This is an optimization exercise on Yosys and OpenROAD, whose aim is small area and a short achievable clock period, not a production implementation. At most, simulation tests tie the RTL to the original design; equivalence was not proved. No functional check of the RTL was part of runs 7 and 8. Power is estimated from default activity; no workload was simulated.

### design/flow/config.mk
export PLATFORM = sky130hd
export DESIGN_NAME = rgb2dvi
export DESIGN_NICKNAME = rgb2dvi
export VERILOG_FILES = /design/flow/design.v
export SDC_FILE = /design/flow/constraint.sdc
export NUM_CORES = 4
export LEC_CHECK = 0
export CAP_MARGIN = 20
export CORE_MARGIN = 2
export CORE_UTILIZATION = 60
export SLEW_MARGIN = 20
### design/flow/constraint.sdc
create_clock -name core_clock -period 4.0 [get_ports {PixelClk}]
set_input_delay 0.8000 -clock core_clock [delete_from_list [all_inputs] [get_ports {PixelClk}]]
set_output_delay 0.8000 -clock core_clock [all_outputs]
set_load 0.01 [all_outputs]
### design/flow/design.v
module TMDS_Encoder #(
    parameter SYNC = 0               
) (
    input  wire       PixelClk,
    output reg  [9:0] pDataOutRaw,
    input  wire [7:0] pDataOut,
    input  wire       pC0,
    input  wire       pC1,
    input  wire       pVde,          
    input  wire       pVde_1,        
    input  wire       pVde_2         
);
wire [7:0] d = pDataOut;
wire a1 = d[1] | d[2] | d[3];
wire a2 = (d[1] & d[2]) | (d[1] & d[3]) | (d[2] & d[3]);
wire a3 = d[1] & d[2] & d[3];
wire b1 = d[4] | d[5] | d[6] | d[7];
wire b2 = ((d[4] | d[5]) & (d[6] | d[7])) | (d[4] & d[5]) | (d[6] & d[7]);
wire b3 = ((d[4] & d[5]) & (d[6] | d[7])) | ((d[6] & d[7]) & (d[4] | d[5]));
wire b4 = d[4] & d[5] & d[6] & d[7];
wire sel = b4 | (a1 & b3) | (a2 & b2) | (a3 & b1);
wire [7:0] P;
genvar gi;
generate
    for (gi = 0; gi < 8; gi = gi + 1) begin : parity
        assign P[gi] = ^d[gi:0];
    end
endgenerate
reg [7:0] P_1;
reg       sel_1;
always @(posedge PixelClk) begin
    sel_1    <= sel;
    P_1[7:2] <= P[7:2];
    if (SYNC && !pVde) P_1[1:0] <= {pC1, pC0};
    else               P_1[1:0] <= P[1:0];
end
wire [7:0] q1 = P_1 ^ {4{sel_1, 1'b0}};
wire [3:0] n1 = q1[0] + q1[1] + q1[2] + q1[3] + q1[4] + q1[5] + q1[6] + q1[7];
reg [7:0] P_2;
reg       sel_2;
reg [3:0] X_2;
always @(posedge PixelClk) begin
    P_2   <= P_1;
    sel_2 <= sel_1;
    X_2   <= 4'd4 - n1;
end
reg  [3:0] c_3;
wire       q8  = ~sel_2;
wire       z   = (c_3 == 4'd0) || (X_2 == 4'd0);
wire       inv = z ? sel_2 : (c_3[3] ^ X_2[3]);
wire [3:0] Y   = X_2 ^ {4{~inv}};
wire [3:0] c_n = c_3 + Y + {3'b000, q8};
wire [7:0] q2   = P_2 ^ {4{sel_2, 1'b0}};
wire [9:0] tok  = {~(P_2[1] ^ P_2[0]), ~P_2[0], {8'b01010100 ^ {8{P_2[0]}}}};
wire [9:0] tok0 = 10'b1101010100;
always @(posedge PixelClk) begin
    c_3 <= pVde_2 ? c_n : 4'd0;
    if (pVde_2)
        pDataOutRaw <= {inv, q8, q2 ^ {8{inv}}};
    else
        pDataOutRaw <= SYNC ? tok : tok0;
end
endmodule
module rgb2dvi (
    input  wire        PixelClk,
    input  wire [23:0] vid_pData,
    input  wire        vid_pVDE,
    input  wire        vid_pHSync,
    input  wire        vid_pVSync,
    output wire [9:0]  pDataOutRaw0,    
    output wire [9:0]  pDataOutRaw1,    
    output wire [9:0]  pDataOutRaw2     
);
reg pVde_1, pVde_2;
always @(posedge PixelClk) begin
    pVde_1 <= vid_pVDE;
    pVde_2 <= pVde_1;
end
TMDS_Encoder #(.SYNC(1)) DataEncoder0 (
    .PixelClk(PixelClk), .pDataOutRaw(pDataOutRaw0),
    .pDataOut(vid_pData[15:8]), .pC0(vid_pHSync), .pC1(vid_pVSync),
    .pVde(vid_pVDE), .pVde_1(pVde_1), .pVde_2(pVde_2));
TMDS_Encoder #(.SYNC(0)) DataEncoder1 (
    .PixelClk(PixelClk), .pDataOutRaw(pDataOutRaw1),
    .pDataOut(vid_pData[7:0]), .pC0(1'b0), .pC1(1'b0),
    .pVde(vid_pVDE), .pVde_1(pVde_1), .pVde_2(pVde_2));
TMDS_Encoder #(.SYNC(0)) DataEncoder2 (
    .PixelClk(PixelClk), .pDataOutRaw(pDataOutRaw2),
    .pDataOut(vid_pData[23:16]), .pC0(1'b0), .pC1(1'b0),
    .pVde(vid_pVDE), .pVde_1(pVde_1), .pVde_2(pVde_2));
endmodule
### design/flow/flow/run.sh
#!/bin/bash
# Standard layout, with the adder cells left out of synthesis (plain gates
# for ABC), ABC's area script, and the smallest buffer on the ports.
set -e
bash standard.sh ADDER_MAP_FILE= ABC_AREA=1 "BUFFER_PORTS_ARGS=-buffer_cell sky130_fd_sc_hd__buf_1" > standard.log 2>&1
### design/flow/standard.sh
#!/bin/bash
# synth_recipe.tcl (not shown) runs the flow's synth.tcl, then flattens the netlist and writes it again
# the make line also repeats each setting of config.mk as NAME=value (left out here)
make -C /OpenROAD-flow-scripts/flow DESIGN_CONFIG=/design/flow/config.mk WORK_HOME=/design/flow/orfs CLKGATE_MAP_FILE= SYNTH_SCRIPT=/design/flow/synth_recipe.tcl "${@:-finish}"
==> flow_summary.ini, run 1 <==
[worst_setup_path]
arrival_ns = 2.34
critPathRequiredTime_ns = 4.27
reg2regPathDepth = 12
rr_startpoint = DataEncoder2.X_2[3]
path_class = reg -> reg
rrSetupSlack_ns = 1.93
rr_endpoint = DataEncoder2.c_3[3]
setup.worst_path.start_class = flop
critPathMaxFanout = 11
crit_path_end_kind = flop

[cts]
ctsResizeCount = 0
clock_latency_ns = 0.37
cts_setup_buffers = 0
ctsHtreeMaxLevel = 3
root_buffer = clkbuf_8
tritoncts = yes
clk_pin_slew_ns = 0.10
cts_num_sinks = 110
cts_buffers = 9
ctsHoldBuffers = 0
clock_path_buffers = 2

[synth]
syn_nets = 710
synthCells = 682
ys_seq_area_share_pct = 43.97
avgSynthCellArea_um2 = 7.344
netlist_area_um2 = 5009
yosysTopAreaCell = dfxtp_1
ys_warn_count = 3
synth_top_area_share_pct = 43.97
synth_cell_types = 28
synthTopCellsByArea = dfxtp_1 (44%), nand2_1 (15%), inv_1 (6.1%)
synth_seq_cells = 110

[floorplan]
num_rows = 33
die_h_um = 95.37
core_um2 = 8134
initial_core_util_pct = 61.58
io_pins = 58
die_x_um = 95.37
die_area_um2 = 9094

[power_and_ir_drop]
internal_power_w = 0.002604
power_leakage_nw = 2.734
ir_drop_mv = 0.4346
p_comb_share_pct = 49.8
swShare_pct = 44.33
seqPwrFrac_pct = 36.1
power.switching_w = 0.002074
pwr_density_cell_nw_per_um2 = 850.5
p_clk_share_pct = 14.1

[timing]
drv_slew = 0
max_slew_margin_pct = 51.61
final_hold_viol_count = 0
finalSetupViolCount = 0
period_share_pct = 51.79
worst_slew_pin_slew_ns = 0.7248
tns_ns = 0
fin_skew_ns = 0.01007
rsz0062_at_grt = no
max_freq_mhz = 482.7
fin_crit_ns = 2.072

[route]
route.detailed.drc = 0
wl_per_cell_um = 10.17
drtPass1Iterations = 7
drtIter0Drc = 137
drt-vias-per-instance = 4.930
drt-total-wl_um = 8616
routed-via-count = 4176
antenna_left = 0

[min_path]
hold_start = pVde_1
whs_endpoint = pVde_2
hp-class = reg -> reg
holdPathStages = 0

[placement]
portBuffers = 57
gp_congestion = 0.8453
dpl_cell_area_um2 = 5301
place_hpwl_um = 6722

[global_route]
busiest_layer = met2
track_usage_pct = 20.69
met1_usage_pct = 24.95
grt_pass1_wl_um = 15080
met3_usage_pct = 3.399
grt_max_degree = 23
antenna_found_initial = 0
met2_usage_pct = 36.44
grt_pass1_vias = 3730
grt_overflow = 0

[flow_run]
maxCapViolCount = 0

[status]
status = complete, no violations

[cells_and_area]
final_cell_mix = nand2_1 (196), dfxtp_1 (110), inv_1 (82)
antenna_cells = 0
mostFrequentLayoutCell = nand2_1
fin_nets = 765
final_cell_area_um2 = 5500
drive_above_1_share_pct = 4.987
syn_to_final_growth_pct = 9.818
==> cell usage after synthesis, drive strengths merged <==
cell	instances
o311ai	2
buf	6
a21o	1
nor3b	1
inv	82
a21oi	38
nand4	4
or2	10
o21ai	36
nor4	1
nor2	51
dfxtp	110
o31ai	1
xnor2	16
nand3b	2
o2111ai	4
maj3	2
o211ai	1
a31oi	1
nand2	197
o22ai	1
nand3	62
a21boi	5
clkbuf	8
xor2	40
==> worst max path at each step <==
| stage | from | to | slack [ns] | cells after the start |
|---|---|---|---|---|
| 4_1_cts | DataEncoder2.X_2[3] | DataEncoder2.c_3[3] | 1.94 | 12 |
| 3_5_place_dp | vid_pData[17] | DataEncoder2.P_1[6] | 1.81 | 6 |
| 2_1_floorplan | vid_pData[9] | DataEncoder0.P_1[7] | 2.08 | 5 |
| 5_1_grt | DataEncoder2.X_2[3] | DataEncoder2.c_3[2] | 1.65 | 13 |
| 3_3_place_gp | vid_pData[1] | DataEncoder1.P_1[6] | 1.89 | 6 |
| 6_report | DataEncoder2.X_2[3] | DataEncoder2.c_3[3] | 1.93 | 12 |
==> through the flow <==
| stage | total power, W | util [%] | hold WS, ns | setup slack (ns) | std cells |
|---|---|---|---|---|---|
| floorplan | 0.003581 | - | 0.3096 | 2.081 | 682 |
| global placement | 0.003936 | 65.17 | 0.3143 | 1.890 | 831 |
| detailed placement | 0.004023 | 65.17 | 0.3182 | 1.806 | 831 |
| CTS | 0.004687 | 67.62 | 0.3407 | 1.941 | 847 |
| global route | 0.005176 | 67.62 | 0.3421 | 1.648 | 847 |
| finish | 0.004678 | 67.62 | 0.3379 | 1.928 | 847 |
==> area by class of cell <==
class,count,area [um^2]
fillers,686,2634
multi-input cells,476,2439
flip-flops and latches,110,2202
inverters,82,307.8
repair buffers,58,221.5
well taps,105,131.4
clock buffers,10,127.6
clock inverters,6,71.32
==> cells by family (layout without fill, tap and decap cells) <==
kind of cell	count (synthesis)	count (layout)	share of synthesized area, %
fa+ha+maj	2	2	0.3997
buf+inv	96	156	7.345
simple gates	328	328	27.25
flops	110	110	43.97
xor+xnor	56	56	11.14
compound gates	90	90	9.893
==> flip-flops by register name, indices dropped and copies added, names as in the netlist, 4 cells and up <==
register,flops
DataEncoder0.P_1,8
DataEncoder0.pDataOutRaw,10
DataEncoder2.X_2,4
DataEncoder1.c_3,4
DataEncoder1.P_1,8
DataEncoder0.P_2,8
DataEncoder1.P_2,8
DataEncoder1.X_2,4
DataEncoder1.pDataOutRaw,10
DataEncoder0.X_2,4
DataEncoder2.P_2,8
DataEncoder0.c_3,4
DataEncoder2.pDataOutRaw,10
DataEncoder2.c_3,4
DataEncoder2.P_1,8
==> power groups by stage <==
stage               Combinational (W)  Clock, W  Sequential [W]
finish                        0.00233  0.000660         0.00169
global route                  0.00272  0.000715         0.00174
CTS                           0.00232  0.000675         0.00169
detailed placement            0.00231         0         0.00172
global placement              0.00223         0         0.00171
floorplan                     0.00185         0         0.00173
==> critical path, stage by stage (launching register included) <==
cell and delay [ns]:
dfxtp_1 0.35, nor2_1 0.12, nand3_1 0.12, nand2_1 0.10, nand2_1 0.07, nand2_1 0.26, nand2_1 0.09, nand2_1 0.09
nor2_1 0.06, o21ai_0 0.38, nand2_1 0.15, a21oi_1 0.15, nor2_1 0.05
==> routing by layer <==
layer | routed length (um) | part of all wire, % | vias up
met4 | 159 | 1.8 | 0
met1 | 4163 | 48 | 1837
li1 | - | - | 2254
met3 | 299 | 3.5 | 14
met5 | 0 | 0 | -
met2 | 3993 | 46 | 71
==> run 2, diff against run 1 <==
--- a/design/flow/design.v
+++ b/design/flow/design.v
@@ -19,44 +19,62 @@
 wire b3 = ((d[4] & d[5]) & (d[6] | d[7])) | ((d[6] & d[7]) & (d[4] | d[5]));
 wire b4 = d[4] & d[5] & d[6] & d[7];
 wire sel = b4 | (a1 & b3) | (a2 & b2) | (a3 & b1);
-wire [7:0] P;
-genvar gi;
+wire x12 = d[1] ^ d[2];
+wire x34 = d[3] ^ d[4];
+wire x56 = d[5] ^ d[6];
+wire p2  = d[0] ^ x12;
+wire p4  = p2 ^ x34;
+wire p6  = p2 ^ (x34 ^ x56);
+reg [3:0] pe_1;      
+reg [3:0] nz_1;      
+reg       sel_1;
+wire [3:0] nz = ~({d[7], d[5], d[3], d[1]} ^ {4{sel}});
+always @(posedge PixelClk) begin
+    sel_1     <= sel;
+    pe_1[3:1] <= {p6, p4, p2};
+    nz_1[3:1] <= nz[3:1];
+    if (SYNC && !pVde) {nz_1[0], pe_1[0]} <= {pC1, pC0};
+    else               {nz_1[0], pe_1[0]} <= {nz[0], d[0]};
+end
+wire [3:0] nz2 = nz_1;
+wire [3:0] neg = nz2 & pe_1;
+wire       m0  = ^nz2;
+wire       m1  = (nz2[0] & nz2[1]) ^ (nz2[2] & nz2[3]) ^ ((nz2[0] ^ nz2[1]) & (nz2[2] ^ nz2[3]));
+wire       m2  = &nz2;
+wire [2:0] n   = neg[0] + neg[1] + neg[2] + neg[3];
+wire [2:0] xh  = {1'b0, m2, m1} - n;
+wire [3:0] X   = {xh, m0};
+wire [7:0] q1;
+genvar gk;
 generate
-    for (gi = 0; gi < 8; gi = gi + 1) begin : parity
-        assign P[gi] = ^d[gi:0];
+    for (gk = 0; gk < 4; gk = gk + 1) begin : qm
+        assign q1[2*gk]   = pe_1[gk];
+        assign q1[2*gk+1] = ~(pe_1[gk] ^ nz_1[gk]);
     end
 endgenerate
-reg [7:0] P_1;
-reg       sel_1;
-always @(posedge PixelClk) begin
-    sel_1    <= sel;
-    P_1[7:2] <= P[7:2];
-    if (SYNC && !pVde) P_1[1:0] <= {pC1, pC0};
-    else               P_1[1:0] <= P[1:0];
-end
-wire [7:0] q1 = P_1 ^ {4{sel_1, 1'b0}};
-wire [3:0] n1 = q1[0] + q1[1] + q1[2] + q1[3] + q1[4] + q1[5] + q1[6] + q1[7];
-reg [7:0] P_2;
+reg [7:0] q_2;
 reg       sel_2;
 reg [3:0] X_2;
 always @(posedge PixelClk) begin
-    P_2   <= P_1;
-    sel_2 <= sel_1;
-    X_2   <= 4'd4 - n1;
+    sel_2   <= sel_1;
+    X_2     <= X;
+    q_2[0]  <= q1[0];
+    q_2[7:2] <= q1[7:2];
+    if (SYNC && !pVde_1) q_2[1] <= nz_1[0];    
+    else                 q_2[1] <= q1[1];
 end
 reg  [3:0] c_3;
 wire       q8  = ~sel_2;
 wire       z   = (c_3 == 4'd0) || (X_2 == 4'd0);
 wire       inv = z ? sel_2 : (c_3[3] ^ X_2[3]);
-wire [3:0] Y   = X_2 ^ {4{~inv}};
-wire [3:0] c_n = c_3 + Y + {3'b000, q8};
-wire [7:0] q2   = P_2 ^ {4{sel_2, 1'b0}};
-wire [9:0] tok  = {~(P_2[1] ^ P_2[0]), ~P_2[0], {8'b01010100 ^ {8{P_2[0]}}}};
+wire [3:0] s1  = c_3 + X_2 + {3'b000, q8};
+wire [3:0] s0  = c_3 + ~X_2 + {3'b000, q8};
+wire [9:0] tok  = {~(q_2[1] ^ q_2[0]), ~q_2[0], {8'b01010100 ^ {8{q_2[0]}}}};
 wire [9:0] tok0 = 10'b1101010100;
 always @(posedge PixelClk) begin
-    c_3 <= pVde_2 ? c_n : 4'd0;
+    c_3 <= pVde_2 ? (inv ? s1 : s0) : 4'd0;
     if (pVde_2)
-        pDataOutRaw <= {inv, q8, q2 ^ {8{inv}}};
+        pDataOutRaw <= {inv, q8, q_2 ^ {8{inv}}};
     else
         pDataOutRaw <= SYNC ? tok : tok0;
 end
==> design/flow/flow/run.sh (replaced) <==
#!/bin/bash
# Standard layout (the standard.sh) with these ORFS settings on top:
#  ADDER_MAP_FILE= : no adder cells in synthesis, ABC maps the adders as plain gates
#  ABC_AREA=1 with a copy of ORFS's scripts whose abc_area.script is flow/abc.script
#  BUFFER_PORTS_ARGS : the smallest buffer on each port
set -e
SD=$PWD/scripts_abc
rm -rf "$SD"
cp -r "$FLOW_HOME/scripts" "$SD"
cp flow/abc.script "$SD/abc_area.script"
bash standard.sh SCRIPTS_DIR="$SD" ADDER_MAP_FILE= ABC_AREA=1 "BUFFER_PORTS_ARGS=-buffer_cell sky130_fd_sc_hd__buf_1" > standard.log 2>&1
==> design/flow/flow/abc.script (new file) <==
strash
dc2
dch -f
amap
==> run 2 against run 1 <==
  * Utilization grew 3.4 points
  * Clock power grew 3%
  * Global-route usage rose by 1.2 points
  * Power fell by 22%
  * Cell count shrank 16%
  * Maximum frequency shrank 11%
  * Setup slack worse by 0.26 ns
  * First-iteration DRC count up 41%
  * Sequential power shrank 5%
  * Clock skew is 0.0018 ns lower
  * Sequential share of layout area is 5.1 points higher
==> flow_summary.ini, run 2 <==
[status]
status = complete, no violations

[synth]
synth_seq_cells = 110
ys_warn_count = 3
synth-main-ff-cell = dfxtp_1
synthCells = 536
synth_edf_count = 0
synth_simple_gate_area_share_pct = 16.22
synth.most_common_cell = dfxtp_1
synth_top_family_by_area = compound AO/OA/AOI/OAI gates
yosysTopAreaCell = dfxtp_1
syn_nets = 564
ys_top_cells_by_count = dfxtp_1 (110), nor2_1 (87), nand2_1 (73)
synth_xor_area_share_pct = 0
synthTopCellsByArea = dfxtp_1 (51%), nor2_1 (7.6%), nand2_1 (6.4%)
ys_seq_area_share_pct = 51.15
synth_cell_types = 28
synth_top_area_share_pct = 51.15
synth_compound_area_share_pct = 27.75
avgSynthCellArea_um2 = 8.032
synth_mux_area_share_pct = 0
ys_async_sr_fraction_pct = 0
yosys.area_share.adder_pct = 0
netlist_area_um2 = 4305

[route]
drt-vias-per-instance = 5.298
drtIter0Drc = 193
antenna_left = 0
route.detailed.drc = 0
routed-via-count = 3756
drtPass1Iterations = 5
wl_per_cell_um = 11.29
drt-total-wl_um = 8002

[power_and_ir_drop]
internal_power_w = 0.002261
power.switching_w = 0.001378
pwr_density_cell_nw_per_um2 = 745.4
power_w = 0.003638
power_leakage_nw = 1.844
ir_drop_mv = 0.3317
p_clk_share_pct = 18.6
swShare_pct = 37.86
seqPwrFrac_pct = 44.1
p_comb_share_pct = 37.3

[worst_setup_path]
crit_slowest_cell = a211oi_1
worst-path-buf-inv = 2
setup.worst_path.start_class = primary input
arrival_ns = 2.58
critPathRequiredTime_ns = 4.25
cpPeakStageDelay_ns = 0.54
cp_top_family = compound AO/OA/AOI/OAI gates
path_common_cell = nor2_1
path_class = in -> reg
path_cells = buf_1 -> nor2_1 -> nor2_1 -> o32a_1 -> a211oi_1 -> clkinv_1 -> o22ai_1 -> a21oi_1
critPathMaxFanout = 5
crit_path_end_kind = flop

[cts]
root_buffer = clkbuf_8
clock_latency_ns = 0.36
clk_pin_slew_ns = 0.09
cts_setup_buffers = 0
tritoncts = yes
ctsHtreeMaxLevel = 3
cts_num_sinks = 110
clock_path_buffers = 2
ctsResizeCount = 0
cts_buffers = 9
ctsHoldBuffers = 0

[global_route]
antenna_found_initial = 0
grt_overflow = 0
grt_pass1_vias = 3255
grt_max_degree = 27
grt_pass1_wl_um = 13630
track_usage_pct = 21.85

[cells_and_area]
instances_no_fill = 709
antenna_cells = 0
fin_nets = 636
top_regs = DataEncoder0.pDataOutRaw x10, DataEncoder1.pDataOutRaw x10, DataEncoder2.pDataOutRaw x10
syn_to_final_growth_pct = 13.37
multi_input_area_um2 = 1893
final_cell_area_um2 = 4881
area.sequential_um2 = 2202
drive_above_1_share_pct = 2.936
mostFrequentLayoutCell = dfxtp_1
nFillCells = 585
final_cell_mix = dfxtp_1 (110), nor2_1 (87), nand2_1 (73)

[timing]
period_share_pct = 58.17
drv_slew = 0
finalSetupViolCount = 0
finalWorstSetupSlack_ns = 1.673
tns_ns = 0
final_hold_viol_count = 0
rsz0062_at_grt = no
worst_slew_pin_slew_ns = 0.7278
max_freq_mhz = 429.7
max_slew_margin_pct = 51.42
fin_skew_ns = 0.008258
fin_crit_ns = 2.327

[placement]
post-place-ws_ns = 1.322
dp_cells = 693
dpl_cell_area_um2 = 4669
gp_congestion = 0.8096
place_hpwl_um = 6018
portBuffers = 57

[flow_run]
maxCapViolCount = 0

[floorplan]
die_area_um2 = 7869
die_h_um = 88.71
core_um2 = 6869
num_rows = 30
initial_core_util_pct = 62.68
die_x_um = 88.71
io_pins = 58

[min_path]
hp-class = reg -> reg
[run 2: cells by family (layout without fill, tap and decap cells)]
group                  count (synthesis)  after routing
DFF                                  110            110
and+or+nand+nor                      176            176
AOI/OAI and AO/OA                    194            194
buffers and inverters                 56            133
[run 2: layout make-up]
type	count	area share [%]
clock buffer	14	3.538
clock inverter	2	0.7947
inverter	56	4.307
multi-input combinational	370	38.79
sequential	110	45.12
tap	96	2.461
timing repair buffer	61	4.999
[run 2: routing by layer]
metal | GRT usage (%) | share of wire, % | up-vias
met5 | 0 | 0 | -
met4 | 9.780 | 2.0 | 0
met3 | 4.011 | 4.2 | 13
met2 | 35.21 | 45 | 88
met1 | 28.60 | 49 | 1597
li1 | - | - | 2058
[run 2: worst register-to-register path: stages, from the launching register on]
cell	delay (ns)
dfxtp_1	0.36
nor4_1	0.28
a21oi_1	0.09
o21ai_0	0.51
clkinv_1	0.43
o21ai_0	0.30
o21ai_0	0.10
a21oi_1	0.16
[run 2: per-stage QoR]
step / util [%] / hold slack (ns)
finish: 71.06 / 0.3329
detailed placement: 67.98 / 0.3121
global placement: 67.98 / 0.3113
global route: 71.06 / 0.3412
CTS: 71.06 / 0.3317
floorplan: - / 0.3096
[run 2: path summary, 6_finish.rpt]
path | from | endpoint | slack (ns) | cells past startpoint
setup / recovery | vid_pData[15] | DataEncoder0.nz_1[0] | 1.67 | 8
setup reg to reg | DataEncoder0.X_2[1] | DataEncoder0.c_3[2] | 1.70 | 7
hold reg to reg | DataEncoder1.sel_1 | DataEncoder1.sel_2 | 0.33 | 0
hold / removal | DataEncoder1.sel_1 | DataEncoder1.sel_2 | 0.33 | 0
[run 2: power groups by stage]
stage | clock network [W] | logic, W | registers [W]
final | 0.000677 | 0.00136 | 0.00160
after global routing | 0.000731 | 0.00157 | 0.00165
after CTS | 0.000691 | 0.00136 | 0.00160
after detailed placement | 0 | 0.00135 | 0.00163
after global placement | 0 | 0.00131 | 0.00162
after floorplan | 0 | 0.000955 | 0.00166
==> run 3, diff against run 2 <==
==> design/flow/flow/abc.script (replaced) <==
strash
dc2
&get -n
&dch -f
&nf
&put
buffer -c
topo
stime -c
upsize -c
dnsize -c
==> run 3 against run 2 <==
  * Still clean on timing, DRC and antenna
  * Utilization down 2.8 points
  * Sequential cell count unchanged
  * Setup slack better by 0.38 ns
  * Synthesized cell count down 13%
  * First-iteration DRC count down 60%
  * Largest cell class is now multi-input combinational cells
  * Highest routed layer unchanged
==> flow_summary.ini, run 3 <==
[timing]
worst_slew_pin_slew_ns = 0.7168
drv_slew = 0
period_share_pct = 48.64
rsz0062_at_grt = no
final_hold_viol_count = 0
finalSetupViolCount = 0
finalWorstSetupSlack_ns = 2.054
fin_crit_ns = 1.946
fin_skew_ns = 0.01225
max_slew_margin_pct = 50.84
tns_ns = 0
max_freq_mhz = 514.0

[synth]
yosysTopAreaCell = dfxtp_1
ys_warn_count = 3
synth_seq_cells = 110
ys_async_sr_fraction_pct = 0
synth.most_common_cell = dfxtp_1
ys_seq_area_share_pct = 47.98
synth_top_area_share_pct = 47.98
syn_nets = 492
synth-main-ff-cell = dfxtp_1
ys_top_cells_by_count = dfxtp_1 (110), xnor2_1 (56), a21oi_1 (44)
synth_cell_types = 47
synthCells = 464
synthTopCellsByArea = dfxtp_1 (48%), xnor2_1 (11%), xor2_1 (5.9%)
synth_edf_count = 0
avgSynthCellArea_um2 = 9.891
netlist_area_um2 = 4589

[worst_setup_path]
arrival_ns = 2.19
reg2regPathDepth = 6
path_class = reg -> reg
crit_slowest_cell = dfxtp_1
cpPeakStageDelay_ns = 0.48
critPathRequiredTime_ns = 4.25
rr_startpoint = DataEncoder2.nz_1[1]
setup.worst_path.start_class = flop
critPathMaxFanout = 7
rrSetupSlack_ns = 2.05
path_cells = nand4_1 -> and2_1 -> maj3_1 -> xnor2_1 -> a21oi_1 -> o22ai_1
rr_endpoint = DataEncoder2.X_2[3]
crit_path_end_kind = flop

[route]
drt-total-wl_um = 7965
drtIter0Drc = 77
drtPass1Iterations = 4
routed-via-count = 3315
route.detailed.drc = 0
antenna_left = 0
wl_per_cell_um = 12.93
drt-vias-per-instance = 5.381

[cts]
ctsHtreeMaxLevel = 3
clock_path_buffers = 2
tritoncts = yes
clk_pin_slew_ns = 0.09
cts_buffers = 9
root_buffer = clkbuf_8
cts_num_sinks = 110
clock_latency_ns = 0.36
ctsResizeCount = 0
cts_setup_buffers = 0
ctsHoldBuffers = 0

[power_and_ir_drop]
p_comb_share_pct = 42.0
swShare_pct = 38.16
power_leakage_nw = 1.899
p_clk_share_pct = 13.8
seqPwrFrac_pct = 44.1
internal_power_w = 0.002500
pwr_density_cell_nw_per_um2 = 808.0
ir_drop_mv = 0.3869
power.switching_w = 0.001543

[placement]
post-place-ws_ns = 1.724
place_hpwl_um = 5944
gp_congestion = 0.8195
portBuffers = 57

[cells_and_area]
antenna_cells = 0
syn_to_final_growth_pct = 9.024
top_regs = DataEncoder0.pDataOutRaw x10, DataEncoder1.pDataOutRaw x10, DataEncoder2.pDataOutRaw x10
mostFrequentLayoutCell = dfxtp_1
fin_nets = 542
final_cell_mix = dfxtp_1 (109), buf_1 (57), xnor2_1 (56)
drive_above_1_share_pct = 5.609

[min_path]
hp-class = reg -> reg
holdPathStages = 0
whs_endpoint = DataEncoder2.sel_2
hold_start = DataEncoder2.sel_1

[floorplan]
die_area_um2 = 8365
die_x_um = 91.46
num_rows = 31
initial_core_util_pct = 62.60
io_pins = 58
core_um2 = 7331
die_h_um = 91.46

[global_route]
grt_pass1_wl_um = 13850
grt_pass1_vias = 3173
grt_max_degree = 36
track_usage_pct = 20.43
grt_overflow = 0
antenna_found_initial = 0

[status]
status = complete, no violations

[flow_run]
maxCapViolCount = 0
[run 3: changes by cell type after synthesis, sizes merged, moves of 21 or more]
| cell | before | now |
|---|---|---|
| nor2 | 87 | 20 |
| xnor2 | 0 | 56 |
| clkinv | 56 | 1 |
| nand2 | 73 | 29 |
| xor2 | 0 | 31 |
| o22ai | 33 | 7 |
| a211oi | 23 | 2 |
[run 3: worst max-delay path by stage]
| stage | slack (ns) | from | end |
|---|---|---|---|
| after floorplan | 2.01 | vid_pData[10] | DataEncoder0.nz_1[0] |
| after global placement | 1.83 | vid_pData[9] | DataEncoder0.nz_1[0] |
| after detailed placement | 1.72 | pVde_2 | DataEncoder2.pDataOutRaw[2] |
| after CTS | 1.72 | pVde_2 | DataEncoder2.pDataOutRaw[2] |
| after global routing | 1.90 | DataEncoder0.nz_1[2] | DataEncoder0.X_2[3] |
| final | 2.05 | DataEncoder2.nz_1[1] | DataEncoder2.X_2[3] |
[run 3: final cells by class]
cell class,instances,area [um^2]
well taps,99,123.9
clock buffers,11,131.4
flip-flops and latches,110,2203
clock inverters,3,23.77
multi-input cells,324,2262
inverters,12,45.04
repair buffers,57,214.0
fillers,634,2327
[run 3: logic make-up after synthesis]
| logic type | share of synthesized area [%] |
|---|---|
| compound gates | 15.19 |
| flops | 47.98 |
| simple gates | 10.03 |
| xor+xnor | 18.08 |
| buf+inv | 2.726 |
| mux | 3.244 |
| fa+ha+maj | 2.754 |
[run 3: stage by stage]
stage	hold slack [ns]	std cells	power, W	util [%]	instance area (um^2)
after global routing	0.3441	616	0.004368	68.25	5004
after global placement	0.3121	602	0.003437	66.12	4847
after CTS	0.3379	616	0.004064	68.24	5002
after floorplan	0.3096	464	0.003128	-	4589
final	0.3334	616	0.004043	68.25	5004
after detailed placement	0.3175	602	0.003502	66.12	4847
[run 3: routing by layer]
metal  share of wire (%)  GRT usage [%]  vias to the layer above
met5                   0              0                        -
met4                 2.4          8.460                        0
met3                 2.5          4.979                       15
met2                  48          34.13                       43
met1                  47          25.13                     1544
li1                    -              -                     1713
[run 3: power by group through the flow]
stage / Combinational, W / Clock, W / Sequential [W]
2_1_floorplan: 0.00136 / 0 / 0.00177
3_3_place_gp: 0.00164 / 0 / 0.00180
3_5_place_dp: 0.00169 / 0 / 0.00181
4_1_cts: 0.00170 / 0.000576 / 0.00179
5_1_grt: 0.00190 / 0.000622 / 0.00184
6_report: 0.00170 / 0.000560 / 0.00178
[run 3: critical path, delay by kind of cell (launching register included)]
family                     cells  cell delay [ns]
DFF                            1             0.48
xor gates and xnor gates       1             0.16
and+or+nand+nor                2             0.49
AOI/OAI and AO/OA              2             0.30
adders and majority gates      1             0.41
==> run 4, diff against run 3 <==
--- a/design/flow/flow/run.sh
+++ b/design/flow/flow/run.sh
@@ -8,4 +8,4 @@
 rm -rf "$SD"
 cp -r "$FLOW_HOME/scripts" "$SD"
 cp flow/abc.script "$SD/abc_area.script"
-bash standard.sh SCRIPTS_DIR="$SD" ADDER_MAP_FILE= ABC_AREA=1 "BUFFER_PORTS_ARGS=-buffer_cell sky130_fd_sc_hd__buf_1" > standard.log 2>&1
+bash standard.sh SCRIPTS_DIR="$SD" ADDER_MAP_FILE= ABC_AREA=1 "BUFFER_PORTS_ARGS=-buffer_cell sky130_fd_sc_hd__buf_1" "CTS_ARGS=-sink_clustering_enable -repair_clock_nets -dont_use_dummy_load -sink_clustering_size 28" > standard.log 2>&1
--- a/design/flow/config.mk
+++ b/design/flow/config.mk
@@ -8,4 +8,5 @@
 export CAP_MARGIN = 20
 export CORE_MARGIN = 2
 export CORE_UTILIZATION = 60
+export SETUP_SLACK_MARGIN = 2.1
 export SLEW_MARGIN = 20
==> run 4 against run 3 <==
  * First-iteration DRC count up 27%
  * Wire length is 0.92% higher
  * Still clean
  * Final area grew 2.9%
  * Power increased by 4.0%
  * Sequential cell count unchanged
  * Area after synthesis did not move
  * Clock power down 8.2%
  * Synthesized cell count did not move
==> flow_summary.ini, run 4 <==
[status]
status = complete, no violations

[cts]
clk_pin_slew_ns = 0.08
clock_path_buffers = 2
ctsHoldBuffers = 0
ctsHtreeMaxLevel = 3
clock_latency_ns = 0.36
root_buffer = clkbuf_8
tritoncts = yes
cts_buffers = 9
cts_num_sinks = 110

[placement]
portBuffers = 57
place_hpwl_um = 5733
dpl_cell_area_um2 = 4857
gp_congestion = 0.8503
dp_cells = 602

[floorplan]
die_h_um = 91.46
die_x_um = 91.46
initial_core_util_pct = 62.60
io_pins = 58
core_um2 = 7331
num_rows = 31
die_area_um2 = 8365

[route]
antenna_left = 0
drt-vias-per-instance = 5.354
wl_per_cell_um = 13.01
drtIter0Drc = 98
drt-total-wl_um = 8038
routed-via-count = 3309
route.detailed.drc = 0
drtPass1Iterations = 4

[timing]
final_hold_viol_count = 0
finalSetupViolCount = 0
drv_slew = 0
fin_skew_ns = 0.01697
period_share_pct = 45.76
tns_ns = 0
fin_crit_ns = 1.830
rsz0062_at_grt = no
max_slew_margin_pct = 59.60
worst_slew_pin_slew_ns = 0.6060
max_freq_mhz = 546.3

[flow_run]
maxCapViolCount = 0

[synth]
yosysTopAreaCell = dfxtp_1
ys_async_sr_fraction_pct = 0
synth_top_area_share_pct = 47.98
synth_cell_types = 47
synth-main-ff-cell = dfxtp_1
netlist_area_um2 = 4589
synthTopCellsByArea = dfxtp_1 (48%), xnor2_1 (11%), xor2_1 (5.9%)
synth_edf_count = 0
synthCells = 464
ys_warn_count = 3
syn_nets = 492
avgSynthCellArea_um2 = 9.891
synth.most_common_cell = dfxtp_1
ys_seq_area_share_pct = 47.98
ys_top_cells_by_count = dfxtp_1 (110), xnor2_1 (56), a21oi_1 (44)
synth_seq_cells = 110

[power_and_ir_drop]
ir_drop_mv = 0.3700
pwr_density_cell_nw_per_um2 = 816.6
power_leakage_nw = 1.950

[worst_setup_path]
critPathMaxFanout = 4
startpoint = DataEncoder2.c_3[0]
reg2regPathDepth = 6
crit_path_end_kind = flop
path_class = reg -> reg
rrSetupSlack_ns = 2.17
rr_startpoint = DataEncoder2.c_3[0]
rr_endpoint = DataEncoder2.c_3[3]
setup.worst_path.start_class = flop
arrival_ns = 2.07
critPathRequiredTime_ns = 4.24

[cells_and_area]
nFillCells = 562
drive_above_1_share_pct = 12.52
top_regs = DataEncoder0.pDataOutRaw x10, DataEncoder1.pDataOutRaw x10, DataEncoder2.pDataOutRaw x10
final_cell_area_um2 = 5149
area.sequential_um2 = 2228
mostFrequentLayoutCell = dfxtp_1
syn_to_final_growth_pct = 12.19
instances_no_fill = 618
multi_input_area_um2 = 2361
final_cell_mix = dfxtp_1 (91), buf_1 (57), xnor2_1 (53)
fin_nets = 549
antenna_cells = 0

[global_route]
antenna_found_initial = 0
grt_pass1_wl_um = 13800
grt_max_degree = 36
grt_pass1_vias = 3093
track_usage_pct = 20.18
grt_overflow = 0

[min_path]
holdPathStages = 0
hp-class = reg -> reg
whs_endpoint = DataEncoder1.sel_2
hold_start = DataEncoder1.sel_1
-- run 4: cell count changes in the layout (fill, tap and decap cells not counted), moves of 3 or more --
cell     change
buf_4        +7
dfxtp_1     -18
dfxtp_2     +17
nor4_1       -3
xnor2_1      -3
xnor2_2      +3
-- run 4: per-layer routing --
layer | share of wire [%] | track usage (%)
met3 | 2.8 | 3.900
met5 | 0 | 0
met1 | 47 | 25.86
met4 | 2.1 | 8.586
met2 | 48 | 33.15
-- run 4: cell type report --
cell class	count	share of cell area, %
inverters	12	0.8748
multi-input cells	324	45.86
flip-flops and latches	110	43.28
clock buffers	9	2.406
well taps	99	2.406
repair buffers	64	5.176
-- run 4: critical path, cell delays in order, from the launching register on --
cell,delay [ns]
dfxtp_4,0.38
xnor2_2,0.19
o21ai_0,0.16
maj3_1,0.43
a211o_1,0.33
a21oi_1,0.18
nor3b_2,0.06
-- run 4: kinds of logic after synthesis --
kind of cell / share of synthesized area, %
adders and majority gates: 2.754
AOI/OAI and AO/OA: 15.19
muxes: 3.244
buffers and inverters: 2.726
and+or+nand+nor: 10.03
DFF: 47.98
xor gates and xnor gates: 18.08
-- run 4: worst max-delay path by stage --
stage / endpoint / cells past startpoint
after floorplan: DataEncoder0.nz_1[0] / 5
after global placement: DataEncoder0.nz_1[0] / 6
after detailed placement: DataEncoder1.pDataOutRaw[6] / 3
after CTS: DataEncoder0.X_2[3] / 6
after global routing: DataEncoder0.c_3[3] / 6
final: DataEncoder2.c_3[3] / 6
-- run 4: power breakdown --
part	total (W)	leakage, nW	switching, W	internal (W)
clock	0.000514	0.0647	0.000311	0.000203
sequential	0.00182	0.926	0.000317	0.00150
combinational	0.00187	0.959	0.000967	0.000904
total	0.00420	1.95	0.00160	0.00261
-- run 4: repair_timing --
action / 4_1_cts / 5_1_grt
pin swaps: 0 / 5
setup buffers: 0 / 7
resized for setup: 3 / 34
endpoints found under the setup margin: 11 / 20
-- run 4: stage by stage --
stage | worst slack [ns] | power, W | hold WS [ns] | utilization [%]
after floorplan | 2.083 | 0.003130 | 0.3096 | -
after global placement | 1.913 | 0.003440 | 0.3115 | 66.26
after detailed placement | 1.870 | 0.003495 | 0.3121 | 66.26
after CTS | 2.115 | 0.004024 | 0.3314 | 68.07
after global routing | 2.058 | 0.004532 | 0.3533 | 70.23
final | 2.170 | 0.004204 | 0.3309 | 70.23
==> run 5, diff against run 4 <==
--- a/design/flow/config.mk
+++ b/design/flow/config.mk
@@ -8,5 +8,5 @@
 export CAP_MARGIN = 20
 export CORE_MARGIN = 2
 export CORE_UTILIZATION = 60
-export SETUP_SLACK_MARGIN = 2.1
+export SETUP_SLACK_MARGIN = 2.25
 export SLEW_MARGIN = 20
==> run 5 against run 4 <==
  * Worst hold slack got worse by 0.0076 ns
  * Sequential share of layout area fell by 2.3 points
  * Critical endpoint is now DataEncoder0.c_3[3]
  * Combinational power rose by 11%
  * Final area rose by 6.8%
==> flow_summary.ini, run 5 <==
[floorplan]
io_pins = 58
die_x_um = 91.46
initial_core_util_pct = 62.60
num_rows = 31
core_um2 = 7331
die_h_um = 91.46
die_area_um2 = 8365

[worst_setup_path]
rr_endpoint = DataEncoder0.c_3[3]
worst-path-buf-inv = 1
path_cells = inv_2 -> maj3_2 -> maj3_2 -> maj3_2 -> a211oi_2 -> nor3b_2
path_common_cell = maj3_2
rr_startpoint = DataEncoder0.c_3[0]
crit_path_end_kind = flop
arrival_ns = 2.02
critPathMaxFanout = 5
path_class = reg -> reg
crit_slowest_cell = dfxtp_4
cpPeakStageDelay_ns = 0.39
reg2regPathDepth = 6
setup.worst_path.start_class = flop
rrSetupSlack_ns = 2.21
cp_top_family = adder cells
critPathRequiredTime_ns = 4.23

[cts]
clk_pin_slew_ns = 0.09
ctsHtreeMaxLevel = 3
root_buffer = clkbuf_8
clock_latency_ns = 0.35
clock_path_buffers = 2
cts_buffers = 9
cts_num_sinks = 110
tritoncts = yes

[cells_and_area]
drive_above_1_share_pct = 22.70
mostFrequentLayoutCell = dfxtp_1
final_cell_mix = dfxtp_1 (81), xnor2_1 (51), buf_1 (51)
instances_no_fill = 632
syn_to_final_growth_pct = 19.77
fin_nets = 563
top_regs = DataEncoder0.pDataOutRaw x10, DataEncoder1.pDataOutRaw x10, DataEncoder2.pDataOutRaw x10
antenna_cells = 0

[synth]
avgSynthCellArea_um2 = 9.891
synth_seq_cells = 110
ys_top_cells_by_count = dfxtp_1 (110), xnor2_1 (56), a21oi_1 (44)
yosysTopAreaCell = dfxtp_1
synth-main-ff-cell = dfxtp_1
synth_cell_types = 47
ys_seq_area_share_pct = 47.98
synth_xor_area_share_pct = 18.08
ys_warn_count = 3
synth_top_area_share_pct = 47.98
synth_top_family_by_area = XOR/XNOR gates
syn_nets = 492
synth_simple_gate_area_share_pct = 10.03
synth_edf_count = 0
synth_compound_area_share_pct = 15.19
synthCells = 464
synthTopCellsByArea = dfxtp_1 (48%), xnor2_1 (11%), xor2_1 (5.9%)
ys_async_sr_fraction_pct = 0
synth.most_common_cell = dfxtp_1
synth_mux_area_share_pct = 3.244
netlist_area_um2 = 4589
yosys.area_share.adder_pct = 2.754

[timing]
final_hold_viol_count = 0
tns_ns = 0
worst_hold_slack_ns = 0.3233
max_slew_margin_pct = 61.14
worst_slew_pin_slew_ns = 0.5817
period_share_pct = 44.64
fin_crit_ns = 1.786
fin_skew_ns = 0.01688
finalSetupViolCount = 0
drv_slew = 0
rsz0062_at_grt = yes
max_freq_mhz = 560.1

[placement]
dp_cells = 603
portBuffers = 57
gp_congestion = 0.8526
place_hpwl_um = 5733

[power_and_ir_drop]
pwr_density_cell_nw_per_um2 = 810.2
ir_drop_mv = 0.5389
power_leakage_nw = 2.095

[route]
drt-total-wl_um = 8548
drtPass1Iterations = 4
wl_per_cell_um = 13.53
drt-vias-per-instance = 5.326
routed-via-count = 3366
drtIter0Drc = 105
antenna_left = 0
route.detailed.drc = 0

[global_route]
grt_pass1_wl_um = 13310
grt_pass1_vias = 3076
grt_max_degree = 36
track_usage_pct = 19.52
grt_overflow = 0
antenna_found_initial = 0

[status]
status = complete, no violations

[min_path]
hold_start = DataEncoder2.sel_1
whs_endpoint = DataEncoder2.sel_2
hp-class = reg -> reg
holdPathStages = 0

[flow_run]
maxCapViolCount = 0
-- run 5: cell counts after synthesis --
No cell type changed its count.
-- run 5: kinds of logic after synthesis --
logic type,after synthesis
buf+inv,30
fa+ha+maj,12
mux,14
flops,110
compound gates,117
simple gates,91
xor+xnor,90
-- run 5: cell type report --
cell class / instances / area [um^2]
clock buffers: 9 / 123.9
fillers: 522 / 1834
inverters: 12 / 45.04
multi-input cells: 324 / 2552
flip-flops and latches: 110 / 2253
well taps: 99 / 123.9
repair buffers: 78 / 397.9
-- run 5: timing repair --
item	in CTS	in global routing
setup endpoints to repair	17	35
pin swaps	3	32
hold endpoints to repair	0	0
hold buffers	0	0
buffers inserted	2	18
gates resized for setup	30	74
-- run 5: stage by stage --
stage                     setup slack [ns]  power (W)  utilization (%)  instance area [um^2]
after floorplan                      2.085   0.003134                -                  4627
after global placement               1.916   0.003439            66.60                  4882
after detailed placement             1.888   0.003494            66.60                  4882
after CTS                            2.169   0.004135            69.57                  5100
after global routing                 2.162   0.004762            74.98                  5497
final                                2.214   0.004453            74.98                  5497
-- run 5: worst register-to-register path: cells and delay by family, from the launching register on --
kind	cells	cell delay, ns
buf+inv	1	0.04
simple gates	1	0.07
compound gates	1	0.20
flops	1	0.39
fa+ha+maj	3	0.97
-- run 5: worst max path at each step --
stage,slack (ns),to,startpoint,depth (start not counted)
after floorplan,2.08,DataEncoder0.nz_1[0],vid_pData[10],5
after global placement,1.92,DataEncoder0.nz_1[0],vid_pData[9],6
after detailed placement,1.89,DataEncoder0.nz_1[0],vid_pData[9],6
after CTS,2.17,DataEncoder1.c_3[2],DataEncoder1.X_2[0],6
after global routing,2.16,DataEncoder0.c_3[3],DataEncoder0.c_3[0],6
final,2.21,DataEncoder0.c_3[3],DataEncoder0.c_3[0],6
-- run 5: report_power, final --
| part | leakage [nW] | internal [W] | total [W] | switching (W) |
|---|---|---|---|---|
| combinational | 1.10 | 0.00104 | 0.00208 | 0.00104 |
| sequential | 0.928 | 0.00152 | 0.00186 | 0.000343 |
| clock | 0.0647 | 0.000203 | 0.000507 | 0.000305 |
-- run 5: layer usage --
layer  track usage, %  share of wire (%)  up-vias
met5                0                  0        -
met4            7.071                2.0        0
met3            3.900                3.1       16
met2            35.97                 51       57
met1            22.10                 43     1545
li1                 -                  -     1748
==> run 6, diff against run 5 <==
--- a/design/flow/config.mk
+++ b/design/flow/config.mk
@@ -8,5 +8,4 @@
 export CAP_MARGIN = 20
 export CORE_MARGIN = 2
 export CORE_UTILIZATION = 60
-export SETUP_SLACK_MARGIN = 2.25
 export SLEW_MARGIN = 20
==> run 6 against run 5 <==
  * Setup slack lost 0.14 ns
  * Critical path type unchanged
  * Clock power grew 0.8%
  * Register-to-register slack lost 0.14 ns
  * Sequential power shrank 4%
  * First-iteration DRC count shrank 24%
==> flow_summary.ini, run 6 <==
[global_route]
grt_pass1_vias = 3134
met3_usage_pct = 5.975
grt_max_degree = 36
antenna_found_initial = 0
grt_pass1_wl_um = 13790
met1_usage_pct = 25.13
grt_overflow = 0
track_usage_pct = 20.41
busiest_layer = met2
met2_usage_pct = 34.13

[synth]
netlist_area_um2 = 4589
synth_compound_area_share_pct = 15.19
synth_top_family_by_area = XOR/XNOR gates
synth_simple_gate_area_share_pct = 10.03
ys_warn_count = 3
synth_edf_count = 0
synth_seq_cells = 110
synthTopCellsByArea = dfxtp_1 (48%), xnor2_1 (11%), xor2_1 (5.9%)
synth.most_common_cell = dfxtp_1
synth-main-ff-cell = dfxtp_1
synth_mux_area_share_pct = 3.244
avgSynthCellArea_um2 = 9.891
synth_top_area_share_pct = 47.98
synth_cell_types = 47
yosys.area_share.adder_pct = 2.754
synth_xor_area_share_pct = 18.08
synthCells = 464
syn_nets = 492
ys_top_cells_by_count = dfxtp_1 (110), xnor2_1 (56), a21oi_1 (44)
ys_seq_area_share_pct = 47.98
ys_async_sr_fraction_pct = 0
yosysTopAreaCell = dfxtp_1

[route]
route.detailed.drc = 0
drtIter0Drc = 80
wl_per_cell_um = 12.92
routed-via-count = 3286
drtPass1Iterations = 5
drt-vias-per-instance = 5.378
antenna_left = 0
drt-total-wl_um = 7893

[placement]
dpl_cell_area_um2 = 4847
gp_congestion = 0.8195
post-place-ws_ns = 1.724
place_hpwl_um = 5944
portBuffers = 57

[timing]
fin_crit_ns = 1.926
max_slew_margin_pct = 50.95
tns_ns = 0
drv_slew = 0
fin_skew_ns = 0.02561
finalSetupViolCount = 0
worst_hold_slack_ns = 0.3296
worst_slew_pin_slew_ns = 0.7152
finalWorstSetupSlack_ns = 2.074
max_freq_mhz = 519.2
final_hold_viol_count = 0
period_share_pct = 48.16
rsz0062_at_grt = no

[floorplan]
die_x_um = 91.46
io_pins = 58
initial_core_util_pct = 62.60
core_um2 = 7331
die_area_um2 = 8365
die_h_um = 91.46
num_rows = 31

[cells_and_area]
final_cell_mix = dfxtp_1 (109), buf_1 (57), xnor2_1 (56)
syn_to_final_growth_pct = 8.342
final_cell_area_um2 = 4972
antenna_cells = 0
mostFrequentLayoutCell = dfxtp_1
drive_above_1_share_pct = 5.078
top_regs = DataEncoder0.pDataOutRaw x10, DataEncoder1.pDataOutRaw x10, DataEncoder2.pDataOutRaw x10
nFillCells = 639
fin_nets = 542
fin_util_pct = 67.83

[worst_setup_path]
critPathRequiredTime_ns = 4.22
crit_slowest_cell = dfxtp_1
path_cells = nand4_1 -> and2_1 -> maj3_1 -> xnor2_1 -> a21oi_1 -> o32ai_1
rr_startpoint = DataEncoder0.nz_1[2]
arrival_ns = 2.15
crit_path_end_kind = flop
path_class = reg -> reg
cpPeakStageDelay_ns = 0.48
cp_top_family = flip-flops
reg2regPathDepth = 6
setup.worst_path.start_class = flop
rrSetupSlack_ns = 2.07
rr_endpoint = DataEncoder0.X_2[3]
worst-path-buf-inv = 0
critPathMaxFanout = 7

[cts]
cts_num_sinks = 110
clock_path_buffers = 2
ctsHtreeMaxLevel = 3
root_buffer = clkbuf_8
clk_pin_slew_ns = 0.09
tritoncts = yes
cts_buffers = 9
cts_setup_buffers = 0
clock_latency_ns = 0.37
ctsHoldBuffers = 0
ctsResizeCount = 0

[min_path]
hold_start = DataEncoder1.sel_1
hp-class = reg -> reg
whs_endpoint = DataEncoder1.sel_2
holdPathStages = 0

[power_and_ir_drop]
pwr_density_cell_nw_per_um2 = 802.1
power_leakage_nw = 1.892
ir_drop_mv = 0.3805

[flow_run]
maxCapViolCount = 0

[status]
status = complete, no violations
## run 6: changes by cell type in the layout (fill, tap and decap cells not counted), sizes merged
| cell | previous run | this run |
|---|---|---|
| clkbuf | 11 | 9 |
| buf | 76 | 57 |
## run 6: worst max-delay path by stage
stage | start | end | slack, ns | cells past startpoint
floorplan | vid_pData[10] | DataEncoder0.nz_1[0] | 2.01 | 5
global placement | vid_pData[9] | DataEncoder0.nz_1[0] | 1.83 | 6
detailed placement | pVde_2 | DataEncoder2.pDataOutRaw[2] | 1.72 | 3
CTS | pVde_2 | DataEncoder2.pDataOutRaw[2] | 1.72 | 3
global route | DataEncoder0.nz_1[2] | DataEncoder0.X_2[3] | 1.89 | 6
finish | DataEncoder0.nz_1[2] | DataEncoder0.X_2[3] | 2.07 | 6
## run 6: logic make-up after synthesis
kind of cell               count (synthesis)
AOI/OAI and AO/OA                        117
xor gates and xnor gates                  90
DFF                                      110
and+or+nand+nor                           91
muxes                                     14
adders and majority gates                 12
buffers and inverters                     30
## run 6: worst register-to-register path: cells and delay by family, from the launching register on
family,cells,cell delay (ns)
xor+xnor,1,0.15
simple gates,2,0.47
fa+ha+maj,1,0.38
compound gates,2,0.30
flops,1,0.48
## run 6: power breakdown
group,leakage [nW],switching [W],internal [W]
clock network,0.0647,0.000308,0.000203
logic,0.902,0.000906,0.000788
registers,0.926,0.000292,0.00149
total,1.89,0.00151,0.00248
## run 6: through the flow
| stage | total power (W) | cells |
|---|---|---|
| 2_1_floorplan | 0.003128 | 464 |
| 3_3_place_gp | 0.003437 | 602 |
| 3_5_place_dp | 0.003502 | 602 |
| 4_1_cts | 0.004013 | 611 |
| 5_1_grt | 0.004321 | 611 |
| 6_report | 0.003988 | 611 |
## run 6: layer usage
layer | up-vias | wire (um)
met5 | - | 0
met4 | 0 | 153
met3 | 14 | 249
met2 | 47 | 3796
met1 | 1519 | 3693
li1 | 1706 | -
## run 6: cell type report
cell class / count / area (um^2) / area share, %
inverter: 12 / 45.04 / 0.9059
tap: 99 / 123.9 / 2.491
clock buffer: 9 / 123.9 / 2.491
sequential: 110 / 2203 / 44.31
multi-input combinational: 324 / 2262 / 45.50
timing repair buffer: 57 / 214.0 / 4.303
==> run 7, diff against run 6 <==
--- a/design/flow/design.v
+++ b/design/flow/design.v
@@ -55,9 +55,11 @@
 reg [7:0] q_2;
 reg       sel_2;
 reg [3:0] X_2;
+reg       xz_2;      
 always @(posedge PixelClk) begin
     sel_2   <= sel_1;
     X_2     <= X;
+    xz_2    <= (X == 4'd0);
     q_2[0]  <= q1[0];
     q_2[7:2] <= q1[7:2];
     if (SYNC && !pVde_1) q_2[1] <= nz_1[0];    
@@ -65,14 +67,17 @@
 end
 reg  [3:0] c_3;
 wire       q8  = ~sel_2;
-wire       z   = (c_3 == 4'd0) || (X_2 == 4'd0);
-wire       inv = z ? sel_2 : (c_3[3] ^ X_2[3]);
+wire       z   = (c_3 == 4'd0) || xz_2;
+wire       t   = c_3[3] ^ X_2[3];
+wire       inv = z ? sel_2 : t;
 wire [3:0] s1  = c_3 + X_2 + {3'b000, q8};
 wire [3:0] s0  = c_3 + ~X_2 + {3'b000, q8};
+wire [3:0] sa  = sel_2 ? s1 : s0;      
+wire [3:0] sb  = t ? s1 : s0;          
 wire [9:0] tok  = {~(q_2[1] ^ q_2[0]), ~q_2[0], {8'b01010100 ^ {8{q_2[0]}}}};
 wire [9:0] tok0 = 10'b1101010100;
 always @(posedge PixelClk) begin
-    c_3 <= pVde_2 ? (inv ? s1 : s0) : 4'd0;
+    c_3 <= pVde_2 ? (z ? sa : sb) : 4'd0;
     if (pVde_2)
         pDataOutRaw <= {inv, q8, q_2 ^ {8{inv}}};
     else
==> run 7 against run 6 <==
  * Still clean
  * Final area rose by 9.6%
  * Power rose by 21%
  * Die area rose by 4.3%
  * Wire length rose by 2.9%
  * Cell count rose by 6.4%
  * Clock power rose by 120%
  * Non-clock buffer count rose by 1
  * Sequential cell count rose by 3
  * Clock skew fell by 0.0082 ns
  * Highest routed layer unchanged
==> flow_summary.ini, run 7 <==
[timing]
tns_ns = 0
final_hold_viol_count = 0
period_share_pct = 54.22
finalSetupViolCount = 0
fin_skew_ns = 0.01739
drv_slew = 0
worst_slew_pin_slew_ns = 0.7793
rsz0062_at_grt = no
max_freq_mhz = 461.1
max_slew_margin_pct = 48.05
fin_crit_ns = 2.169

[synth]
synth_xor_area_share_pct = 19.11
synth.most_common_cell = dfxtp_1
synth_mux_area_share_pct = 1.304
synth_top_family_by_area = XOR/XNOR gates
synth_seq_cells = 113
syn_nets = 525
synth_simple_gate_area_share_pct = 11.73
ys_seq_area_share_pct = 47.14
avgSynthCellArea_um2 = 9.655
ys_top_cells_by_count = dfxtp_1 (113), xnor2_1 (54), xor2_1 (43)
synth_compound_area_share_pct = 14.52
synthCells = 497
yosys.area_share.adder_pct = 2.660
synth-main-ff-cell = dfxtp_1
synth_cell_types = 52
synth_edf_count = 0
ys_warn_count = 3
yosysTopAreaCell = dfxtp_1
synth_top_area_share_pct = 47.14
netlist_area_um2 = 4798
synthTopCellsByArea = dfxtp_1 (47%), xnor2_1 (9.9%), xor2_1 (7.8%)
ys_async_sr_fraction_pct = 0

[cts]
root_buffer = clkbuf_8
cts_num_sinks = 113
cts_buffers = 17
cts_setup_buffers = 0
clock_latency_ns = 0.49
clk_pin_slew_ns = 0.05
ctsHoldBuffers = 0
clock_path_buffers = 2
tritoncts = yes
ctsResizeCount = 0
ctsHtreeMaxLevel = 4

[global_route]
grt_pass1_wl_um = 14150
grt_pass1_vias = 3315
grt_overflow = 0
track_usage_pct = 20.56
grt_max_degree = 38
antenna_found_initial = 0

[cells_and_area]
syn_to_final_growth_pct = 13.56
fin_nets = 578
top_regs = DataEncoder0.pDataOutRaw x10, DataEncoder1.pDataOutRaw x10, DataEncoder2.pDataOutRaw x10
drive_above_1_share_pct = 6.387
mostFrequentLayoutCell = dfxtp_1
antenna_cells = 0
final_cell_mix = dfxtp_1 (113), buf_1 (57), xnor2_1 (54)

[route]
wl_per_cell_um = 12.49
drtPass1Iterations = 4
routed-via-count = 3484
drt-vias-per-instance = 5.360
drt-total-wl_um = 8118
antenna_left = 0
drtIter0Drc = 124
route.detailed.drc = 0

[status]
status = complete, no violations

[worst_setup_path]
critPathMaxFanout = 8
startpoint = DataEncoder0.c_3[1]
crit_path_end_kind = flop
rr_startpoint = DataEncoder0.c_3[1]
setup.worst_path.start_class = flop
arrival_ns = 2.51
path_class = reg -> reg
critPathRequiredTime_ns = 4.34

[min_path]
hold_start = DataEncoder0.sel_1
hp-class = reg -> reg

[floorplan]
core_um2 = 7727
die_x_um = 93.43
die_area_um2 = 8728
num_rows = 32
io_pins = 58
die_h_um = 93.43
initial_core_util_pct = 62.10

[power_and_ir_drop]
ir_drop_mv = 0.3828
power_w = 0.004814
pwr_density_cell_nw_per_um2 = 883.4
power_leakage_nw = 2.143

[placement]
portBuffers = 57
place_hpwl_um = 5924
gp_congestion = 0.8922

[flow_run]
maxCapViolCount = 0
-- run 7: cell count changes after synthesis, sizes merged, moves of 5 or more --
cell and change:
nand2 +9, nor3 +9, o21ai -10, a21oi -5, xor2 +12, nor2 +5, a21o +5, mux2i -6
clkbuf +5
-- run 7: worst max-delay path: stages, from the launching register on --
cell,delay (ns)
dfxtp_1,0.35
nor3_1,0.22
a21o_1,0.21
nor2b_1,0.09
a21oi_1,0.61
nor2_1,0.33
xor2_1,0.23
-- run 7: path summary, 6_finish.rpt --
kind	endpoint	slack [ns]	cells past startpoint
min	DataEncoder0.sel_2	0.32	0
max reg2reg	DataEncoder0.pDataOutRaw[0]	1.83	6
max	DataEncoder0.pDataOutRaw[0]	1.83	6
min reg2reg	DataEncoder0.sel_2	0.32	0
-- run 7: cells by family after synthesis --
family                     after synthesis
and+or+nand+nor                        115
AOI/OAI and AO/OA                      113
DFF                                    113
xor gates and xnor gates               100
buffers and inverters                   38
adders and majority gates               12
muxes                                    6
-- run 7: stage by stage --
step                      setup slack (ns)  hold WS, ns  cells  cell area [um^2]  utilization [%]
final                                1.831       0.3245    650              5449            70.51
after floorplan                      1.906       0.3096    497              4798                -
after global placement               1.705       0.3133    633              5031            65.11
after detailed placement             1.586       0.3128    633              5031            65.11
after global routing                 1.656       0.3278    650              5449            70.51
after CTS                            1.809       0.3243    650              5445            70.47
-- run 7: final cells by class --
cell class / count / area (um^2)
tap: 102 / 127.6
inverter: 14 / 52.55
fill: 607 / 2278
clock buffer: 17 / 414.1
timing repair buffer: 58 / 221.5
sequential: 113 / 2262
multi-input combinational: 346 / 2371
-- run 7: metal layers --
layer	wire, um	GRT usage [%]	vias to the layer above
met3	268	6.124	4
met1	3623	23.33	1594
li1	-	-	1806
met2	4167	35.79	80
met5	0	0	-
met4	59	8.701	0
-- run 7: power by group --
group / leakage (nW) / internal [W] / switching (W) / total (W)
sequential: 0.950 / 0.00153 / 0.000277 / 0.00181
clock: 0.204 / 0.000698 / 0.000398 / 0.00110
combinational: 0.989 / 0.000876 / 0.00103 / 0.00191
==> run 8, diff against run 7 <==
--- a/design/flow/config.mk
+++ b/design/flow/config.mk
@@ -8,4 +8,5 @@
 export CAP_MARGIN = 20
 export CORE_MARGIN = 2
 export CORE_UTILIZATION = 60
+export SETUP_SLACK_MARGIN = 2.1
 export SLEW_MARGIN = 20
==> run 8 against run 7 <==
  * Utilization grew 2.2 points
  * Clock skew about the same
  * Area after synthesis unchanged
  * Largest power group unchanged
  * Global-route usage grew 0.35 points
  * Cell count rose by 0.77%
  * Still clean on timing, DRC and antenna
  * Clock power barely moved
  * Synthesized cell count unchanged
  * Final area grew 3.1%
  * Sequential share of layout area down 0.67 points
  * First-iteration DRC count is 2.4% higher
==> flow_summary.ini, run 8 <==
[timing]
fin_skew_ns = 0.01709
tns_ns = 0
fin_crit_ns = 1.937
rsz0062_at_grt = yes
worst_hold_slack_ns = 0.3241
worst_slew_pin_slew_ns = 0.5381
final_hold_viol_count = 0
max_slew_margin_pct = 64.05
finalWorstSetupSlack_ns = 2.063
drv_slew = 0
finalSetupViolCount = 0
period_share_pct = 48.43
max_freq_mhz = 516.2

[cells_and_area]
mostFrequentLayoutCell = dfxtp_1
syn_to_final_growth_pct = 17.03
antenna_cells = 0
fin_nets = 583
final_cell_mix = dfxtp_1 (94), buf_1 (57), xnor2_1 (50)
top_regs = DataEncoder0.pDataOutRaw x10, DataEncoder1.pDataOutRaw x10, DataEncoder2.pDataOutRaw x10
drive_above_1_share_pct = 14.10
final_cell_area_um2 = 5615

[synth]
ys_async_sr_fraction_pct = 0
synth-main-ff-cell = dfxtp_1
ys_seq_area_share_pct = 47.14
ys_top_cells_by_count = dfxtp_1 (113), xnor2_1 (54), xor2_1 (43)
synthCells = 497
synth_seq_cells = 113
synth_top_area_share_pct = 47.14
yosysTopAreaCell = dfxtp_1
synth.most_common_cell = dfxtp_1
netlist_area_um2 = 4798
synthTopCellsByArea = dfxtp_1 (47%), xnor2_1 (9.9%), xor2_1 (7.8%)
avgSynthCellArea_um2 = 9.655
ys_warn_count = 3
synth_edf_count = 0
synth_cell_types = 52
syn_nets = 525

[power_and_ir_drop]
power_leakage_nw = 2.201
ir_drop_mv = 0.4385
pwr_density_cell_nw_per_um2 = 886.1

[cts]
tritoncts = yes
clock_path_buffers = 2
cts_buffers = 17
clock_latency_ns = 0.51
root_buffer = clkbuf_8
cts_num_sinks = 113
ctsHoldBuffers = 0
clk_pin_slew_ns = 0.05
ctsHtreeMaxLevel = 4

[worst_setup_path]
reg2regPathDepth = 6
critPathRequiredTime_ns = 4.37
setup.worst_path.start_class = flop
arrival_ns = 2.31
path_class = reg -> reg
critPathMaxFanout = 7
crit_path_end_kind = flop
rrSetupSlack_ns = 2.06

[global_route]
grt_pass1_wl_um = 14300
grt_max_degree = 38
antenna_found_initial = 0
track_usage_pct = 20.90
busiest_layer = met2
met3_usage_pct = 6.124
met2_usage_pct = 35.55
met1_usage_pct = 24.48
grt_pass1_vias = 3333
grt_overflow = 0

[floorplan]
initial_core_util_pct = 62.10
num_rows = 32
die_x_um = 93.43
die_area_um2 = 8728
io_pins = 58
die_h_um = 93.43
core_um2 = 7727

[min_path]
holdPathStages = 0
hp-class = reg -> reg

[route]
drt-vias-per-instance = 5.359
antenna_left = 0
drtIter0Drc = 127
wl_per_cell_um = 12.93
route.detailed.drc = 0
routed-via-count = 3510
drt-total-wl_um = 8467
drtPass1Iterations = 5

[placement]
portBuffers = 57
gp_congestion = 0.8752
post-place-ws_ns = 1.780
place_hpwl_um = 6125
dpl_cell_area_um2 = 5055

[flow_run]
maxCapViolCount = 0

[status]
status = complete, no violations
[run 8: kinds of logic (layout without fill, tap and decap cells)]
group / after synthesis / after routing / share of synthesized area (%)
AND/OR/NAND/NOR: 115 / 115 / 11.73
AO/OA/AOI/OAI: 113 / 113 / 14.52
flip-flops: 113 / 113 / 47.14
XOR/XNOR: 100 / 100 / 19.11
buffers and inverters: 38 / 94 / 3.520
adder cells (fa/ha/maj): 12 / 12 / 2.660
multiplexers: 6 / 6 / 1.304
[run 8: cell type report]
type                    count  area, um^2
inverters                  14       52.55
well taps                 102       127.6
repair buffers             63       259.0
fillers                   574        2112
clock buffers              17       414.1
multi-input cells         346        2469
flip-flops and latches    113        2293
[run 8: path summary, 6_finish.rpt]
check,startpoint,end
worst max register to register,DataEncoder0.sel_2,DataEncoder0.c_3[3]
worst max-delay path,DataEncoder0.sel_2,DataEncoder0.c_3[3]
worst min-delay path,DataEncoder2.sel_1,DataEncoder2.sel_2
worst min register to register,DataEncoder2.sel_1,DataEncoder2.sel_2
[run 8: where the power goes]
| group | switching, W | internal, W |
|---|---|---|
| sequential | 0.000280 | 0.00154 |
| combinational | 0.00111 | 0.000943 |
| clock | 0.000403 | 0.000698 |
| total | 0.00179 | 0.00319 |
[run 8: stage by stage]
stage,utilization [%],std cells,total power (W)
finish,72.67,655,0.004976
global route,72.67,655,0.005339
CTS,71.63,654,0.004916
detailed placement,65.41,633,0.003736
global placement,65.41,633,0.003671
floorplan,-,497,0.003355
[run 8: critical path, stage by stage (launching register included)]
cell	delay, ns
dfxtp_2	0.37
maj3_2	0.34
maj3_2	0.33
maj3_2	0.33
a211o_1	0.30
nand3_1	0.08
a21oi_1	0.06
[run 8: per-layer routing]
metal / vias up / part of all wire (%) / wire length, um
li1: 1817 / - / -
met1: 1619 / 45 / 3847
met2: 63 / 49 / 4168
met3: 11 / 3.9 / 331
met4: 0 / 1.4 / 120
met5: - / 0 / 0
[run 8: what timing repair did]
action | in CTS | in global routing
cloned | 0 | 0
gates resized for setup | 17 | 21
pin swaps | 6 | 5
setup endpoints to repair | 23 | 17
setup buffers | 4 | 1

static timing again, ports no longer ideal:
How much do the figures lean on ideal ports? The routed layouts below were timed once more, with nothing changed but the port constraints. Step 1 sets driving cells, clkbuf_16 on the clock port and buf_2 on the other inputs (assumed; they add their load-dependent delay and slew). Step 2 adds t to the input delays and takes it off the output delays; t is the mean of the earliest and latest rising clock arrival at the registers after step 1. Input paths then give back, and output paths get back, about the clock's delay inside the block. a / b / c = no drivers / after step 1 / after step 2; a / b = the first two.
| run | t, ns | setup WS [ns] | hold slack, ns | clock arrival spread, ns |
|---|---|---|---|---|
| run 1 | 0.392 | 1.928 / 1.928 / 1.825 | 0.338 / 0.338 / 0.338 | 0.010 / 0.010 |
| run 2 | 0.386 | 1.673 / 1.683 / 1.298 | 0.333 / 0.333 / 0.333 | 0.009 / 0.009 |
| run 3 | 0.388 | 2.054 / 2.054 / 1.786 | 0.333 / 0.333 / 0.333 | 0.013 / 0.013 |
| run 4 | 0.382 | 2.170 / 2.170 / 1.878 | 0.331 / 0.331 / 0.331 | 0.017 / 0.017 |
| run 5 | 0.373 | 2.214 / 2.214 / 1.897 | 0.323 / 0.323 / 0.323 | 0.017 / 0.017 |
| run 6 | 0.384 | 2.074 / 2.074 / 1.785 | 0.330 / 0.330 / 0.330 | 0.025 / 0.026 |
| run 7 | 0.516 | 1.831 / 1.831 / 1.569 | 0.324 / 0.324 / 0.324 | 0.020 / 0.020 |
| run 8 | 0.530 | 2.063 / 2.063 / 1.771 | 0.324 / 0.324 / 0.324 | 0.020 / 0.020 |
After both steps every run listed still meets setup and hold. The setup slack of run 2, which loses most, moves by +0.010 ns with the drivers and by -0.375 ns with both steps.
